This design comes from an exercise in tuning for small area, a short achievable clock period and few clock cycles per item on the open sky130 flow, not from production work.
The RTL was checked by simulation tests, not by an equivalence proof against the original design.
Power is estimated from default activity; no workload was simulated.

==> flow/design.v (outline; a module is shown in full before it is edited, if it fits) <==
// module binary_adder: 5 lines
// module adder_subtracter: 13 lines
// module mux2: 6 lines
// module sb16: 36 lines
// module ROM1: 15 lines
// module ROM2: 24 lines
// module mask_d: 43 lines
// module ACC: 121 lines
// module top_ALU: 31 lines
// module addressb: 51 lines
// module fau: 262 lines
// module inversion_rom: 21 lines
// module inversion_new: 145 lines
// module instruction_decoder: 69 lines
// module scalarconv_tnaf: 528 lines
// module scalarconv_top: 37 lines
// module processor: 66 lines
// module program_rom: 94 lines
// module ecsm_fsm: 215 lines
// module ecsm_processor: 24 lines
module ecsm_processor(clk, rst, en_ecsm, done_ecsm, addr, doutb, dina, wea);
  // ...
==> flow/run.sh <==
#!/bin/bash
# synth_recipe.tcl (not shown) runs the flow's synth.tcl, then flattens the netlist and writes it again
# the make line also repeats each setting of config.mk as NAME=value (left out here)
make -C /OpenROAD-flow-scripts/flow DESIGN_CONFIG=/design/flow/config.mk WORK_HOME=/design/flow/orfs CLKGATE_MAP_FILE= SYNTH_SCRIPT=/design/flow/synth_recipe.tcl finish
==> flow/config.mk <==
export PLATFORM = sky130hd
export DESIGN_NAME = ecsm_processor
export DESIGN_NICKNAME = ecsm_processor
export VERILOG_FILES = /design/flow/design.v
export SDC_FILE = /design/flow/constraint.sdc
export NUM_CORES = 4
export LEC_CHECK = 0
export CAP_MARGIN = 20
export CORE_MARGIN = 2
export CORE_UTILIZATION = 40
export SLEW_MARGIN = 20
==> flow/constraint.sdc <==
create_clock -name core_clock -period 10.0 [get_ports {clk}]
set_input_delay 2.0000 -clock core_clock [delete_from_list [all_inputs] [get_ports {clk}]]
set_output_delay 2.0000 -clock core_clock [all_outputs]
set_load 0.01 [all_outputs]
==> results.tsv, run 1 <==
stage	metric	value	unit
timing	period_needed	8.036	ns
run_status	outcome	complete, no violations	
route	wl	105.8	mm
die	fp.dieW	282.5	µm
global_routing	met3_usage	0.03948	
place	place_congestion	0.9634	
clock_tree	numCtsBuffers	45	
timing	setup_slack	1.964	ns
cells_and_area	multi_input_area	20920	µm²
global_routing	grt_pass1_vias	27030	
critical_path	critical_path_depth	21	
timing	fmax	124.4	MHz
power	leakagePower	12.85	nW
critical_path	crit_top_cell	a21o_1	
yosys	synth_common_cells	nand2_1, nor2_1, xnor2_1, a21oi_1, dfxtp_1	
yosys	yosysUniqueCellTypes	109	
cells_and_area	multi_input_area_share	0.6211	
route	drtIter0Drc	3448	
route	wl_met3	9.649	mm
critical_path	crit_chain	ha_1 > and4bb_1 > o211ai_1 > o21ai_1 > inv_1 > ha_1 > a211o_1 > o31ai_2 > buf_4 > a31oi_1 > o21ai_0 > nand2_1 > ha_1 > a21o_1 > a21o_1 > a21o_1 > a21o_1 > nor4b_1 > xor2_1 > o21ai_1 > clkdlybuf4s50_1	
global_routing	top_usage_layer	met2	
clock_tree	cts_tree	yes	
min_path	min_from	i_processor.SC.SC.rst_d_carry	
place	postPlaceCellArea	32150	µm²
critical_path	critPathBufInv	3	
critical_path	critical_path_class	flop to output port	
power	powerClk	1.68	mW
timing	setup_viol	0	
min_path	holdPathEnd	i_processor.ALU.AL.mskd.d_carry	
global_routing	use_met2	0.3938	
yosys	synth_top_family_by_area	simple AND/OR/NAND/NOR gates	
power	power-top-group	combinational logic	
Testbench counts, summed over its fixed seeds: cycles 11,328,828, items 12.
==> module fau, before the edit <==
module fau(clk, rst, mode, baseA, baseB, baseD, doutb, addr, dina, wea, done);
input clk, rst;
input [1:0] mode;
input [7:0] baseA, baseB, baseD;
input [15:0] doutb;
output [7:0] addr;
output reg [15:0] dina;
output wea;
output done;
localparam [7:0] TEMP = 8'd234;
localparam [3:0] S_IDLE = 4'd0, S_MUL = 4'd1, S_MULEND = 4'd2, S_SQR = 4'd3, S_ADD = 4'd4,
                 S_CPY = 4'd5, S_REDP = 4'd6, S_RED = 4'd7, S_DONE = 4'd8;
localparam [3:0] T_NONE = 4'd0, T_RD = 4'd1, T_PE = 4'd2, T_PO = 4'd3, T_RDB = 4'd4,
                 T_RDC = 4'd5, T_P34 = 4'd6, T_P35 = 4'd7, T_P17 = 4'd8, T_RH = 4'd9,
                 T_MW0 = 4'd10, T_MW1 = 4'd11, T_SW0 = 4'd12, T_SW1 = 4'd13, T_SQL = 4'd14,
                 T_WX = 4'd15;
reg [3:0] state;
reg [4:0] i, ia, jb, p;
reg [1:0] slot;
reg nxtA, bnd, podd, firstel;
reg [1:0] wq;
reg [7:0] addr_r;
reg we_r;
reg [3:0] tag1, tag2;
reg [1:0] gs1, gs2;      
reg [7:0] n_addr;
reg n_we;
reg [3:0] n_tag;
reg [1:0] n_gs;
assign addr = addr_r;
assign wea = we_r;
assign done = (state == S_DONE);
function [7:0] loc;
input [5:0] w;
input [7:0] bd;
begin
  if (w < 6'd18) loc = TEMP + {2'b00, w};
  else loc = bd + {2'b00, w} - 8'd18;
end
endfunction
wire [5:0] cw = {p, 1'b0};              
wire [4:0] pn = p + 5'd1;
wire [5:0] cn = {pn, 1'b0} - 6'd17;    
wire elemA = nxtA;
wire is_bnd = nxtA ? (ia == 5'd17) : (jb == 5'd0);
wire last_el = bnd;
always @* begin
  n_addr = addr_r;
  n_we = 1'b0;
  n_tag = T_NONE;
  n_gs = 2'd0;
  case (state)
    S_MUL: begin
      if (wq != 2'd0) begin
        n_we = 1'b1;
        if (wq == 2'd2) begin n_tag = T_MW0; n_addr = loc(cw - 6'd2, baseD); end
        else begin n_tag = T_MW1; n_addr = loc(cw - 6'd1, baseD); end
      end else begin
        n_addr = nxtA ? (baseA + {3'b000, ia}) : (baseB + {3'b000, jb});
        n_tag = firstel ? T_RD : (podd ? T_PO : T_PE);
      end
    end
    S_MULEND: begin
      if (slot == 2'd1) begin n_we = 1'b1; n_tag = T_MW0; n_addr = loc(cw, baseD); end
      else if (slot == 2'd2) begin n_we = 1'b1; n_tag = T_MW1; n_addr = loc(cw + 6'd1, baseD); end
    end
    S_SQR: begin
      if (slot == 2'd0) begin
        if (i != 5'd18) begin n_tag = T_RD; n_addr = baseA + {3'b000, i}; end
      end else if (slot == 2'd1) begin
        if (i != 5'd0) begin n_we = 1'b1; n_tag = T_SW0; n_addr = loc({i, 1'b0} - 6'd2, baseD); end
      end else begin
        if (i != 5'd0) begin n_we = 1'b1; n_tag = T_SW1; n_addr = loc({i, 1'b0} - 6'd1, baseD); end
        else n_tag = T_SQL;
      end
    end
    S_ADD: begin
      if (slot == 2'd0) begin
        if (i != 5'd18) begin n_tag = T_RD; n_addr = baseA + {3'b000, i}; end
      end else if (slot == 2'd1) begin
        if (i != 5'd18) begin n_tag = T_RDB; n_addr = baseB + {3'b000, i}; end
      end else begin
        if (i != 5'd0) begin n_we = 1'b1; n_tag = T_WX; n_addr = baseD + {3'b000, i} - 8'd1; end
      end
    end
    S_CPY: begin
      if (slot == 2'd0) begin
        if (i != 5'd18) begin n_tag = T_RDC; n_addr = baseA + {3'b000, i}; end
      end else begin
        if (i != 5'd0) begin n_we = 1'b1; n_tag = T_WX; n_addr = baseD + {3'b000, i} - 8'd1; end
      end
    end
    S_REDP: begin
      case (slot)
        2'd0: begin n_tag = T_RD;  n_addr = baseD + 8'd15; end
        2'd1: begin n_tag = T_P34; n_addr = baseD + 8'd16; end
        2'd2: begin n_tag = T_P35; n_addr = baseD + 8'd17; end
        default: begin n_tag = T_P17; n_addr = TEMP + 8'd17; end
      endcase
    end
    S_RED: begin
      if (slot == 2'd0) begin
        if (i != 5'd18) begin n_tag = T_RD; n_addr = TEMP + {3'b000, i}; end
      end else if (slot == 2'd1) begin
        if (i != 5'd18) begin
          n_tag = T_RH; n_addr = baseD + {3'b000, i};
          n_gs = (i == 5'd0) ? 2'd1 : (i == 5'd1) ? 2'd2 : (i == 5'd17) ? 2'd3 : 2'd0;
        end
      end else begin
        if (i != 5'd0) begin n_we = 1'b1; n_tag = T_WX; n_addr = baseD + {3'b000, i} - 8'd1; end
      end
    end
    default: ;
  endcase
end
always @(posedge clk) begin
  if (rst) begin
    state <= S_IDLE;
    i <= 5'd0; slot <= 2'd0; p <= 5'd0;
    ia <= 5'd0; jb <= 5'd1; nxtA <= 1'b0; bnd <= 1'b0; podd <= 1'b1; firstel <= 1'b1;
    wq <= 2'd0;
  end else begin
    case (state)
      S_IDLE: begin
        i <= 5'd0; slot <= 2'd0; p <= 5'd0;
        ia <= 5'd0; jb <= 5'd1; nxtA <= 1'b0; bnd <= 1'b0; podd <= 1'b1; firstel <= 1'b1;
        wq <= 2'd0;
        case (mode)
          2'd0: state <= S_MUL;
          2'd1: state <= S_SQR;
          2'd2: state <= S_ADD;
          default: state <= S_CPY;
        endcase
      end
      S_MUL: begin
        if (wq != 2'd0) wq <= wq - 2'd1;
        else begin
          if (nxtA) ia <= ia + 5'd1; else jb <= jb - 5'd1;
          nxtA <= ~nxtA;
          if (!firstel) podd <= ~podd;
          firstel <= 1'b0;
          if (is_bnd) bnd <= 1'b1;
          if (last_el) begin
            bnd <= 1'b0;
            firstel <= 1'b1;
            if (p == 5'd17) begin
              state <= S_MULEND; slot <= 2'd0;
            end else begin
              p <= p + 5'd1;
              wq <= 2'd0;
              if (pn <= 5'd8) begin
                nxtA <= 1'b0; ia <= 5'd0; jb <= {pn[3:0], 1'b1}; podd <= 1'b1;
              end else begin
                nxtA <= 1'b1; ia <= cn[4:0]; jb <= 5'd17; podd <= 1'b0;
              end
            end
          end else if (firstel && p != 5'd0) begin
            wq <= 2'd2;
          end
        end
      end
      S_MULEND: begin
        if (slot == 2'd2) begin state <= S_REDP; slot <= 2'd0; end
        else slot <= slot + 2'd1;
      end
      S_SQR: begin
        if (slot == 2'd2) begin
          slot <= 2'd0;
          if (i == 5'd18) begin state <= S_REDP; i <= 5'd0; end
          else i <= i + 5'd1;
        end else slot <= slot + 2'd1;
      end
      S_ADD: begin
        if (slot == 2'd2) begin
          slot <= 2'd0;
          if (i == 5'd18) state <= S_DONE;
          else i <= i + 5'd1;
        end else slot <= slot + 2'd1;
      end
      S_CPY: begin
        if (slot == 2'd1) begin
          slot <= 2'd0;
          if (i == 5'd18) state <= S_DONE;
          else i <= i + 5'd1;
        end else slot <= slot + 2'd1;
      end
      S_REDP: begin
        if (slot == 2'd3) begin state <= S_RED; slot <= 2'd0; i <= 5'd0; end
        else slot <= slot + 2'd1;
      end
      S_RED: begin
        if (slot == 2'd2) begin
          slot <= 2'd0;
          if (i == 5'd18) state <= S_DONE;
          else i <= i + 5'd1;
        end else slot <= slot + 2'd1;
      end
      default: ;
    endcase
  end
end
always @(posedge clk) begin
  if (rst) begin
    we_r <= 1'b0; tag1 <= T_NONE; tag2 <= T_NONE; gs1 <= 2'd0; gs2 <= 2'd0;
  end else begin
    we_r <= n_we; tag1 <= n_tag; tag2 <= tag1; gs1 <= n_gs; gs2 <= gs1;
  end
  addr_r <= n_addr;
end
reg [15:0] W, X, SQ, Hm;
reg [30:0] acc_e, acc_o;
reg [14:0] prev_hi;
reg [10:0] G;
wire [30:0] prod;
sb16 mul(W, doutb, prod);
wire [15:0] Ht = {doutb[10:0], SQ[15:11]};             
wire [15:0] Ft = Ht ^ {Ht[10:0], Hm[15:11]} ^ {Ht[8:0], Hm[15:9]} ^ {Ht[3:0], Hm[15:4]};
wire [15:0] H17 = {doutb[10:0], W[15:11]};            
wire [15:0] F17 = H17 ^ {H17[10:0], Hm[15:11]} ^ {H17[8:0], Hm[15:9]} ^ {H17[3:0], Hm[15:4]};
wire [15:0] F18w = (H17 >> 11) ^ (H17 >> 9) ^ (H17 >> 4);
wire [5:0]  F18 = F18w[5:0];
wire [15:0] Gf0 = {5'd0, G} ^ {G, 5'd0} ^ {G[8:0], 7'd0} ^ {G[3:0], 12'd0};
wire [15:0] Gf1 = {14'd0, G[10:9]} ^ {9'd0, G[10:4]};
wire [15:0] Rt0 = W ^ Ft ^ ((gs2 == 2'd1) ? Gf0 : (gs2 == 2'd2) ? Gf1 : 16'd0);
wire [15:0] Rt = (gs2 == 2'd3) ? {5'd0, Rt0[10:0]} : Rt0;
always @(posedge clk) begin
  case (tag2)
    T_RD:  W <= doutb;
    T_PE: begin acc_e <= acc_e ^ prod; W <= doutb; end
    T_PO: begin acc_o <= acc_o ^ prod; W <= doutb; end
    T_RDB: X <= W ^ doutb;
    T_RDC: X <= doutb;
    T_P34: begin Hm <= {doutb[10:0], W[15:11]}; W <= doutb; end
    T_P35: G <= {F18, F17[15:11]};
    T_P17: begin SQ <= doutb; Hm <= 16'd0; end
    T_RH: begin X <= Rt; Hm <= Ht; SQ <= doutb; end
    default: ;
  endcase
  if (tag1 == T_MW1 || rst) begin
    acc_e <= 31'd0; acc_o <= 31'd0;
    prev_hi <= rst ? 15'd0 : acc_o[30:16];
  end
  if (tag1 == T_SW1 || tag1 == T_SQL) SQ <= W;
end
function [15:0] spread8;
input [7:0] a;
integer k;
begin
  spread8 = 16'd0;
  for (k = 0; k < 8; k = k + 1) spread8[2*k] = a[k];
end
endfunction
always @* begin
  case (tag1)
    T_MW0: dina = acc_e[15:0] ^ {1'b0, prev_hi};
    T_MW1: dina = acc_o[15:0] ^ {1'b0, acc_e[30:16]};
    T_SW0: dina = spread8(SQ[7:0]);
    T_SW1: dina = spread8(SQ[15:8]);
    default: dina = X;
  endcase
end
endmodule
==> inputs of run 2 (changes only) <==
--- a/flow/design.v
+++ b/flow/design.v
@@ -354,11 +354,12 @@
 output done;
 localparam [7:0] TEMP = 8'd234;
 localparam [3:0] S_IDLE = 4'd0, S_MUL = 4'd1, S_MULEND = 4'd2, S_SQR = 4'd3, S_ADD = 4'd4,
-                 S_CPY = 4'd5, S_REDP = 4'd6, S_RED = 4'd7, S_DONE = 4'd8;
-localparam [3:0] T_NONE = 4'd0, T_RD = 4'd1, T_PE = 4'd2, T_PO = 4'd3, T_RDB = 4'd4,
-                 T_RDC = 4'd5, T_P34 = 4'd6, T_P35 = 4'd7, T_P17 = 4'd8, T_RH = 4'd9,
-                 T_MW0 = 4'd10, T_MW1 = 4'd11, T_SW0 = 4'd12, T_SW1 = 4'd13, T_SQL = 4'd14,
-                 T_WX = 4'd15;
+                 S_CPY = 4'd5, S_REDP = 4'd6, S_RED = 4'd7, S_DONE = 4'd8,
+                 S_SQP = 4'd9, S_SQC = 4'd10;
+localparam [4:0] T_NONE = 5'd0, T_RD = 5'd1, T_PE = 5'd2, T_PO = 5'd3, T_RDB = 5'd4,
+                 T_RDC = 5'd5, T_P34 = 5'd6, T_P35 = 5'd7, T_P17 = 5'd8, T_RH = 5'd9,
+                 T_MW0 = 5'd10, T_MW1 = 5'd11, T_WH = 5'd12, T_SG = 5'd13, T_SQH = 5'd14,
+                 T_WX = 5'd15;
 reg [3:0] state;
 reg [4:0] i, ia, jb, p;
 reg [1:0] slot;
@@ -366,11 +367,11 @@
 reg [1:0] wq;
 reg [7:0] addr_r;
 reg we_r;
-reg [3:0] tag1, tag2;
+reg [4:0] tag1, tag2;
 reg [1:0] gs1, gs2;      
 reg [7:0] n_addr;
 reg n_we;
-reg [3:0] n_tag;
+reg [4:0] n_tag;
 reg [1:0] n_gs;
 assign addr = addr_r;
 assign wea = we_r;
@@ -409,14 +410,38 @@
       if (slot == 2'd1) begin n_we = 1'b1; n_tag = T_MW0; n_addr = loc(cw, baseD); end
       else if (slot == 2'd2) begin n_we = 1'b1; n_tag = T_MW1; n_addr = loc(cw + 6'd1, baseD); end
     end
+    S_SQP: begin
+      case (slot)
+        2'd0: begin n_tag = T_RD;  n_addr = baseA + 8'd16; end
+        2'd1: begin n_tag = T_SG;  n_addr = baseA + 8'd17; end
+        2'd2: begin n_tag = T_P17; n_addr = baseA + 8'd8; end
+        default: begin n_tag = T_RD; n_addr = baseA; end
+      endcase
+    end
     S_SQR: begin
+      case (slot)
+        2'd0: begin
+          n_tag = T_SQH; n_addr = baseA + 8'd9 + {3'b000, i};
+          n_gs = (i == 5'd0) ? 2'd1 : (i == 5'd8) ? 2'd3 : 2'd0;
+        end
+        2'd1: begin
+          if (i != 5'd8) begin n_tag = T_RD; n_addr = baseA + {3'b000, i} + 8'd1; end
+        end
+        2'd2: begin
+          n_we = 1'b1; n_tag = T_WX;
+          n_addr = ((i <= 5'd4) ? TEMP : baseD) + {2'b00, i, 1'b0};
+        end
+        default: begin
+          n_we = 1'b1; n_tag = T_WH;
+          n_addr = ((i <= 5'd4) ? TEMP : baseD) + {2'b00, i, 1'b1};
+        end
+      endcase
+    end
+    S_SQC: begin
       if (slot == 2'd0) begin
-        if (i != 5'd18) begin n_tag = T_RD; n_addr = baseA + {3'b000, i}; end
-      end else if (slot == 2'd1) begin
-        if (i != 5'd0) begin n_we = 1'b1; n_tag = T_SW0; n_addr = loc({i, 1'b0} - 6'd2, baseD); end
+        if (i != 5'd10) begin n_tag = T_RDC; n_addr = TEMP + {3'b000, i}; end
       end else begin
-        if (i != 5'd0) begin n_we = 1'b1; n_tag = T_SW1; n_addr = loc({i, 1'b0} - 6'd1, baseD); end
-        else n_tag = T_SQL;
+        if (i != 5'd0) begin n_we = 1'b1; n_tag = T_WX; n_addr = baseD + {3'b000, i} - 8'd1; end
       end
     end
     S_ADD: begin
@@ -472,7 +497,7 @@
         wq <= 2'd0;
         case (mode)
           2'd0: state <= S_MUL;
-          2'd1: state <= S_SQR;
+          2'd1: state <= S_SQP;
           2'd2: state <= S_ADD;
           default: state <= S_CPY;
         endcase
@@ -508,10 +533,21 @@
         if (slot == 2'd2) begin state <= S_REDP; slot <= 2'd0; end
         else slot <= slot + 2'd1;
       end
+      S_SQP: begin
+        if (slot == 2'd3) begin state <= S_SQR; slot <= 2'd0; i <= 5'd0; end
+        else slot <= slot + 2'd1;
+      end
       S_SQR: begin
-        if (slot == 2'd2) begin
+        slot <= slot + 2'd1;
+        if (slot == 2'd3) begin
+          if (i == 5'd8) begin state <= S_SQC; i <= 5'd0; slot <= 2'd0; end
+          else i <= i + 5'd1;
+        end
+      end
+      S_SQC: begin
+        if (slot == 2'd1) begin
           slot <= 2'd0;
-          if (i == 5'd18) begin state <= S_REDP; i <= 5'd0; end
+          if (i == 5'd10) state <= S_DONE;
           else i <= i + 5'd1;
         end else slot <= slot + 2'd1;
       end
@@ -558,16 +594,47 @@
 reg [10:0] G;
 wire [30:0] prod;
 sb16 mul(W, doutb, prod);
+function [15:0] fold;    
+input [15:0] h, hp;
+begin
+  fold = h ^ {h[10:0], hp[15:11]} ^ {h[8:0], hp[15:9]} ^ {h[3:0], hp[15:4]};
+end
+endfunction
+function [15:0] spread8;
+input [7:0] a;
+integer k;
+begin
+  spread8 = 16'd0;
+  for (k = 0; k < 8; k = k + 1) spread8[2*k] = a[k];
+end
+endfunction
+wire is_sq = (tag2 == T_SQH) || (tag2 == T_SG);
+wire [15:0] lo_in = spread8(doutb[7:0]);
+wire [15:0] hi_in = spread8(doutb[15:8]);
+wire [15:0] loS = spread8(SQ[7:0]);
+wire [15:0] hiS = spread8(SQ[15:8]);
+wire [15:0] loW = spread8(W[7:0]);
+wire [15:0] hiW = spread8(W[15:8]);
+wire [15:0] hiWv = spread8(W[15:8]);
+wire [15:0] Hsq_m1 = (gs2 == 2'd1) ? 16'd0 : {hiS[10:0], loS[15:11]};    
+wire [15:0] Hsq_0  = {lo_in[10:0], hiS[15:11]};                         
+wire [15:0] Hsq_1  = {hi_in[10:0], lo_in[15:11]};                       
 wire [15:0] Ht = {doutb[10:0], SQ[15:11]};             
-wire [15:0] Ft = Ht ^ {Ht[10:0], Hm[15:11]} ^ {Ht[8:0], Hm[15:9]} ^ {Ht[3:0], Hm[15:4]};
-wire [15:0] H17 = {doutb[10:0], W[15:11]};            
-wire [15:0] F17 = H17 ^ {H17[10:0], Hm[15:11]} ^ {H17[8:0], Hm[15:9]} ^ {H17[3:0], Hm[15:4]};
+wire [15:0] fa = is_sq ? fold(Hsq_0, Hsq_m1) : fold(Ht, Hm);
+wire [15:0] fb = fold(Hsq_1, Hsq_0);
+wire [15:0] H16 = is_sq ? {lo_in[10:0], hiWv[15:11]} : Hm;
+wire [15:0] H17 = is_sq ? {hi_in[10:0], lo_in[15:11]} : {doutb[10:0], W[15:11]};
+wire [15:0] F17 = fold(H17, H16);
 wire [15:0] F18w = (H17 >> 11) ^ (H17 >> 9) ^ (H17 >> 4);
 wire [5:0]  F18 = F18w[5:0];
 wire [15:0] Gf0 = {5'd0, G} ^ {G, 5'd0} ^ {G[8:0], 7'd0} ^ {G[3:0], 12'd0};
 wire [15:0] Gf1 = {14'd0, G[10:9]} ^ {9'd0, G[10:4]};
-wire [15:0] Rt0 = W ^ Ft ^ ((gs2 == 2'd1) ? Gf0 : (gs2 == 2'd2) ? Gf1 : 16'd0);
+wire [15:0] g0 = (gs2 == 2'd1) ? Gf0 : (gs2 == 2'd2) ? Gf1 : 16'd0;
+wire [15:0] Rt0 = W ^ fa ^ g0;
 wire [15:0] Rt = (gs2 == 2'd3) ? {5'd0, Rt0[10:0]} : Rt0;
+wire [15:0] Rs0 = loW ^ fa ^ ((gs2 == 2'd1) ? Gf0 : 16'd0);
+wire [15:0] Rs1a = hiW ^ fb ^ ((gs2 == 2'd1) ? Gf1 : 16'd0);
+wire [15:0] Rs1 = (gs2 == 2'd3) ? {5'd0, Rs1a[10:0]} : Rs1a;
 always @(posedge clk) begin
   case (tag2)
     T_RD:  W <= doutb;
@@ -576,7 +643,8 @@
     T_RDB: X <= W ^ doutb;
     T_RDC: X <= doutb;
     T_P34: begin Hm <= {doutb[10:0], W[15:11]}; W <= doutb; end
-    T_P35: G <= {F18, F17[15:11]};
+    T_P35, T_SG: G <= {F18, F17[15:11]};
+    T_SQH: begin X <= Rs0; Hm <= Rs1; SQ <= doutb; end
     T_P17: begin SQ <= doutb; Hm <= 16'd0; end
     T_RH: begin X <= Rt; Hm <= Ht; SQ <= doutb; end
     default: ;
@@ -585,22 +653,12 @@
     acc_e <= 31'd0; acc_o <= 31'd0;
     prev_hi <= rst ? 15'd0 : acc_o[30:16];
   end
-  if (tag1 == T_SW1 || tag1 == T_SQL) SQ <= W;
 end
-function [15:0] spread8;
-input [7:0] a;
-integer k;
-begin
-  spread8 = 16'd0;
-  for (k = 0; k < 8; k = k + 1) spread8[2*k] = a[k];
-end
-endfunction
 always @* begin
   case (tag1)
     T_MW0: dina = acc_e[15:0] ^ {1'b0, prev_hi};
     T_MW1: dina = acc_o[15:0] ^ {1'b0, acc_e[30:16]};
-    T_SW0: dina = spread8(SQ[7:0]);
-    T_SW1: dina = spread8(SQ[15:8]);
+    T_WH: dina = Hm;
     default: dina = X;
   endcase
 end
==> run 2 against run 1 <==
  * Via count grew 7.2%
  * Highest routed layer unchanged
  * Clock power grew 2%
  * Critical path type unchanged
  * Flip-flop and latch count shrank 4
  * Final cell count grew 6.9%
  * First-iteration DRC count grew 14%
  * Critical path depth shrank 3
==> results.tsv, run 2 <==
stage	metric	value	unit	change
clock_tree	cts.sinks	359		was 363
run_status	outcome	complete, no violations		unchanged
job	cap_violations	0		unchanged
route	avgViaCountPerCell	5.974		was 5.957
timing	setup_slack	2.171	ns	was 1.964 ns
yosys	yosys_warnings	13		unchanged
route	wl	114.1	mm	was 105.8 mm
cells_and_area	multi_input_area	22310	µm²	was 20920 µm²
timing	setup_viol	0		unchanged
clock_tree	cts_resized	0		unchanged
route	firstDrtPassIters	7		was 8
power	p_int	2.926	mW	was 3.495 mW
global_routing	grt_max_degree	72		was 78
cells_and_area	top_regs	i_processor.FU.acc_e: 31 flops, i_processor.FU.acc_o: 31 flops		unchanged
global_routing	grt-ovfl-total	0		unchanged
clock_tree	clk_path_buf_depth	3		unchanged
power	power.switching	1.445	mW	was 2.389 mW
timing	relSlewSlack	0.2002		was 0.2653
critical_path	worstPathArrival	5.83	ns	was 6.04 ns
timing	fmax	127.7	MHz	was 124.4 MHz
critical_path	timing.rr.end	i_processor.ALU.AL.carryout1		unchanged
critical_path	critical_path_class	flop to output port		unchanged
die	die_h	288.8	µm	was 282.5 µm
global_routing	grt_pass1_wl	174.9	mm	was 163.2 mm
global_routing	met3_usage	0.04181		was 0.03948
place	place_congestion	1.007		was 0.9634
yosys	synth_common_cells	nand2_1, nor2_1, xnor2_1, a21oi_1, o21ai_0		was nand2_1, nor2_1, xnor2_1, a21oi_1, dfxtp_1
global_routing	grt_pass1_vias	28860		was 27030
place	port_buffers	44		unchanged
yosys	syn_inst	4328		was 3977
yosys	synth_top_cell_by_area	dfxtp_1		unchanged
cells_and_area	final_cell_mix	nand2_1, nor2_1, xnor2_1, a21oi_1, o21ai_0		was nand2_1, nor2_1, xnor2_1, a21oi_1, dfxtp_1
yosys	async_reset_ff_frac	0		unchanged
timing	final_max_slew_viol_count	0		unchanged
place	dp_slack	2.818	ns	was 2.634 ns
min_path	min_path_type	flop to flop		unchanged
route	drtIter0Drc	3914		was 3448
global_routing	use_met2	0.4090		was 0.3938
global_routing	gr-usage-met1	0.3798		was 0.3746
critical_path	ff2ff_setup_slack	3.86	ns	was 3.83 ns
timing	period_needed	7.829	ns	was 8.036 ns
timing	fin_worst_skew	0.05023	ns	was 0.07923 ns
yosys	ys.flop_type	dfxtp_1		unchanged
power	combPwrFrac	0.247		was 0.430
yosys	ys_seq_elements	359		was 363
timing	worst_pin_slew	1.200	ns	was 1.101 ns
yosys	yosysUniqueCellTypes	97		was 109
route	routedWlPerCell	21.66	µm	was 21.48 µm
yosys	syn_avg_cell_area	7.497	µm²	was 7.801 µm²
power	swShare	0.3305		was 0.4060
yosys	synth_edf_count	121		was 125
global_routing	antenna_found_initial	0		was 1
critical_path	rr_startpoint	i_processor.SC.SC.state[0]		was i_processor.SC.SC.state[1]
global_routing	top_usage_layer	met2		unchanged
clock_tree	path_clk_slew	0.07	ns	was 0.06 ns
yosys	yosysMostFrequentCell	nand2_1		unchanged
critical_path	cp_max_fo	50		was 17
cells_and_area	nFillCells	8169		was 7865
clock_tree	ctsHoldBuffers	0		unchanged
clock_tree	numCtsBuffers	45		unchanged
die	rows	104		was 102
clock_tree	cts_tree	yes		unchanged
die	die_area	83420	µm²	was 79810 µm²
cells_and_area	area_delta_synth_final	8.306	%	was 8.582%
cells_and_area	nNetsFinal	4359		was 4036
die	start_util	0.4035		was 0.4025
cells_and_area	n_antenna_cell	0		unchanged
critical_path	reg2reg_depth	24		was 19
critical_path	start_kind	flop		unchanged
power	pwr-share-clk	0.395		was 0.285
route	vias	31470		was 29350
die	io_pins	45		unchanged
power	leakagePower	12.95	nW	was 12.85 nW
clock_tree	cts_post_setup_buffers_inserted	0		unchanged
place	place_hpwl	79.17	mm	was 72.88 mm
die	coreArea	80420	µm²	was 77080 µm²
critical_path	required	8.00	ns	about the same
clock_tree	ctsHtreeMaxLevel	2		unchanged
min_path	hold_depth	1		unchanged
route	drtAntennaViolNets	0		unchanged
timing	rsz0062_at_grt	no		unchanged
cells_and_area	final_layout_size_suffix_gt1_frac	0.05585		was 0.06406
timing	finalHoldViolCount	0		unchanged
yosys	synth_top_cells_by_area	dfxtp_1, edfxtp_1, xnor2_1, nand2_1, ha_1		unchanged
cells_and_area	seq_area	8399	µm²	was 8519 µm²
cells_and_area	post-route-util	0.4370		about the same
yosys	synth.cell_area	32450	µm²	was 31030 µm²
power	vdd_drop_max	0.1721	mV	was 0.1756 mV
timing	post-route-period-util	0.7829		was 0.8036
min_path	holdPathEnd	i_processor.ALU.AL.mskd.d_carry		unchanged
power	power_density	124.4	nW/µm²	was 174.7 nW/µm²
yosys	ys_seq_area_frac	0.2588		was 0.2745
die	fp.dieW	288.8	µm	was 282.5 µm
route	post-route-drc-count	0		unchanged
power	p_seq_frac	0.359		was 0.285
yosys	synth_top_cell_area_share	0.1468		was 0.1536
global_routing	grt_use_total	0.2657		was 0.2595
clock_tree	cts-root-buf	clkbuf_16		unchanged
yosys	syn_nets	4516		was 4163
min_path	min_from	i_processor.SC.SC.rst_d_carry		unchanged
cells_and_area	layout.cells.most_common	nand2_1		unchanged
clock_tree	insertion_delay	0.62	ns	was 0.63 ns
timing	tns	0	ns	unchanged
critical_path	worst_setup_path_end_kind	output port		unchanged
## run 2: worst max path at each step
stage / startpoint / slack (ns) / end / depth (start not counted)
floorplan: doutb[0] / 4.03 / i_processor.ALU.AL.carryout1 / 19
global placement: i_processor.SC.SC.state[4] / 2.93 / addr[6] / 19
detailed placement: i_processor.SC.SC.state[4] / 2.82 / addr[6] / 19
CTS: i_processor.SC.SC.state[4] / 2.18 / addr[6] / 19
global route: i_processor.SC.SC.state[0] / 1.68 / addr[6] / 18
finish: i_processor.SC.SC.state[4] / 2.17 / addr[7] / 18
## run 2: critical path, stage by stage, from the launching register on
cell	delay, ns
dfxtp_1	0.31
buf_4	0.47
nor2b_1	0.25
o2bb2ai_1	0.18
mux2_2	0.26
a21oi_1	0.68
nand2_1	0.19
o21ai_1	0.42
nand2_1	0.09
o21ai_0	0.14
ha_1	0.30
a21o_1	0.18
a21oi_1	0.22
o21bai_1	0.09
a21oi_1	0.25
nor3_1	0.12
xor2_1	0.17
o21ai_1	0.28
clkdlybuf4s50_1	0.62
## run 2: logic make-up after synthesis
kind of cell / count (synthesis) / share of synthesized area
muxes: 66 / 0.02132
xor gates and xnor gates: 610 / 0.1651
buffers and inverters: 461 / 0.05499
and+or+nand+nor: 1552 / 0.2152
AOI/OAI and AO/OA: 1111 / 0.2160
DFF: 359 / 0.2588
adders and majority gates: 169 / 0.06864
## run 2: metal layers
metal | up-vias | share of wire | wire, µm
li1 | 14860 | - | -
met5 | - | 0 | 0
met2 | 1475 | 0.44 | 49780
met4 | 0 | 0.030 | 3465
met3 | 204 | 0.089 | 10130
met1 | 14940 | 0.44 | 50750
## run 2: metrics by stage
stage	cell area, µm²	instances	total power, mW	hold WS, ns
2_1_floorplan	32450	4328	2.370	0.3894
3_3_place_gp	33560	5183	2.654	0.4167
3_5_place_dp	33560	5183	2.655	0.4243
4_1_cts	35130	5267	4.381	0.4329
5_1_grt	35140	5268	4.559	0.4571
6_report	35140	5268	4.371	0.4295
## run 2: cell type report
class,count,area share
clock buffers,53,0.03439
well taps,1060,0.03774
clock inverters,31,0.01032
inverters,133,0.01421
flip-flops and latches,359,0.2390
multi-input cells,3508,0.6348
repair buffers,124,0.02955
## run 2: power groups by stage
stage               combinational [mW]  clock [mW]  sequential (mW)
global placement                  1.06           0             1.60
finish                            1.08        1.72             1.57
global route                      1.17        1.81             1.57
CTS                               1.06        1.75             1.57
detailed placement                1.06           0             1.60
floorplan                        0.798           0             1.57
Testbench counts of run 2, summed over its fixed seeds: cycles 9,902,116, items 12.

port drivers added, routing unchanged:
How much do the figures lean on ideal ports? The routed layouts below were timed once more, with nothing changed but the port constraints.
Step 1 sets driving cells, clkbuf_16 on the clock port and buf_2 on the other inputs (assumed; they add their load-dependent delay and slew).
Step 2 times the ports against the registers' clock, not the clock port: input delays grow and output delays shrink by t, the midpoint of the rising clock arrivals with the driver on.
a / b / c = ideal / step 1 / step 2; a / b = the first two.
run | t, ns | setup slack, ns | worst register clock-pin slew, ns | cell pins on the clock port's net
run 1 | 0.658 | 1.964 / 1.893 / 2.551 | 0.07 / 0.07 | 1
run 2 | 0.668 | 2.171 / 2.103 / 2.771 | 0.07 / 0.07 | 1
After both steps setup and hold are still met in every run listed.
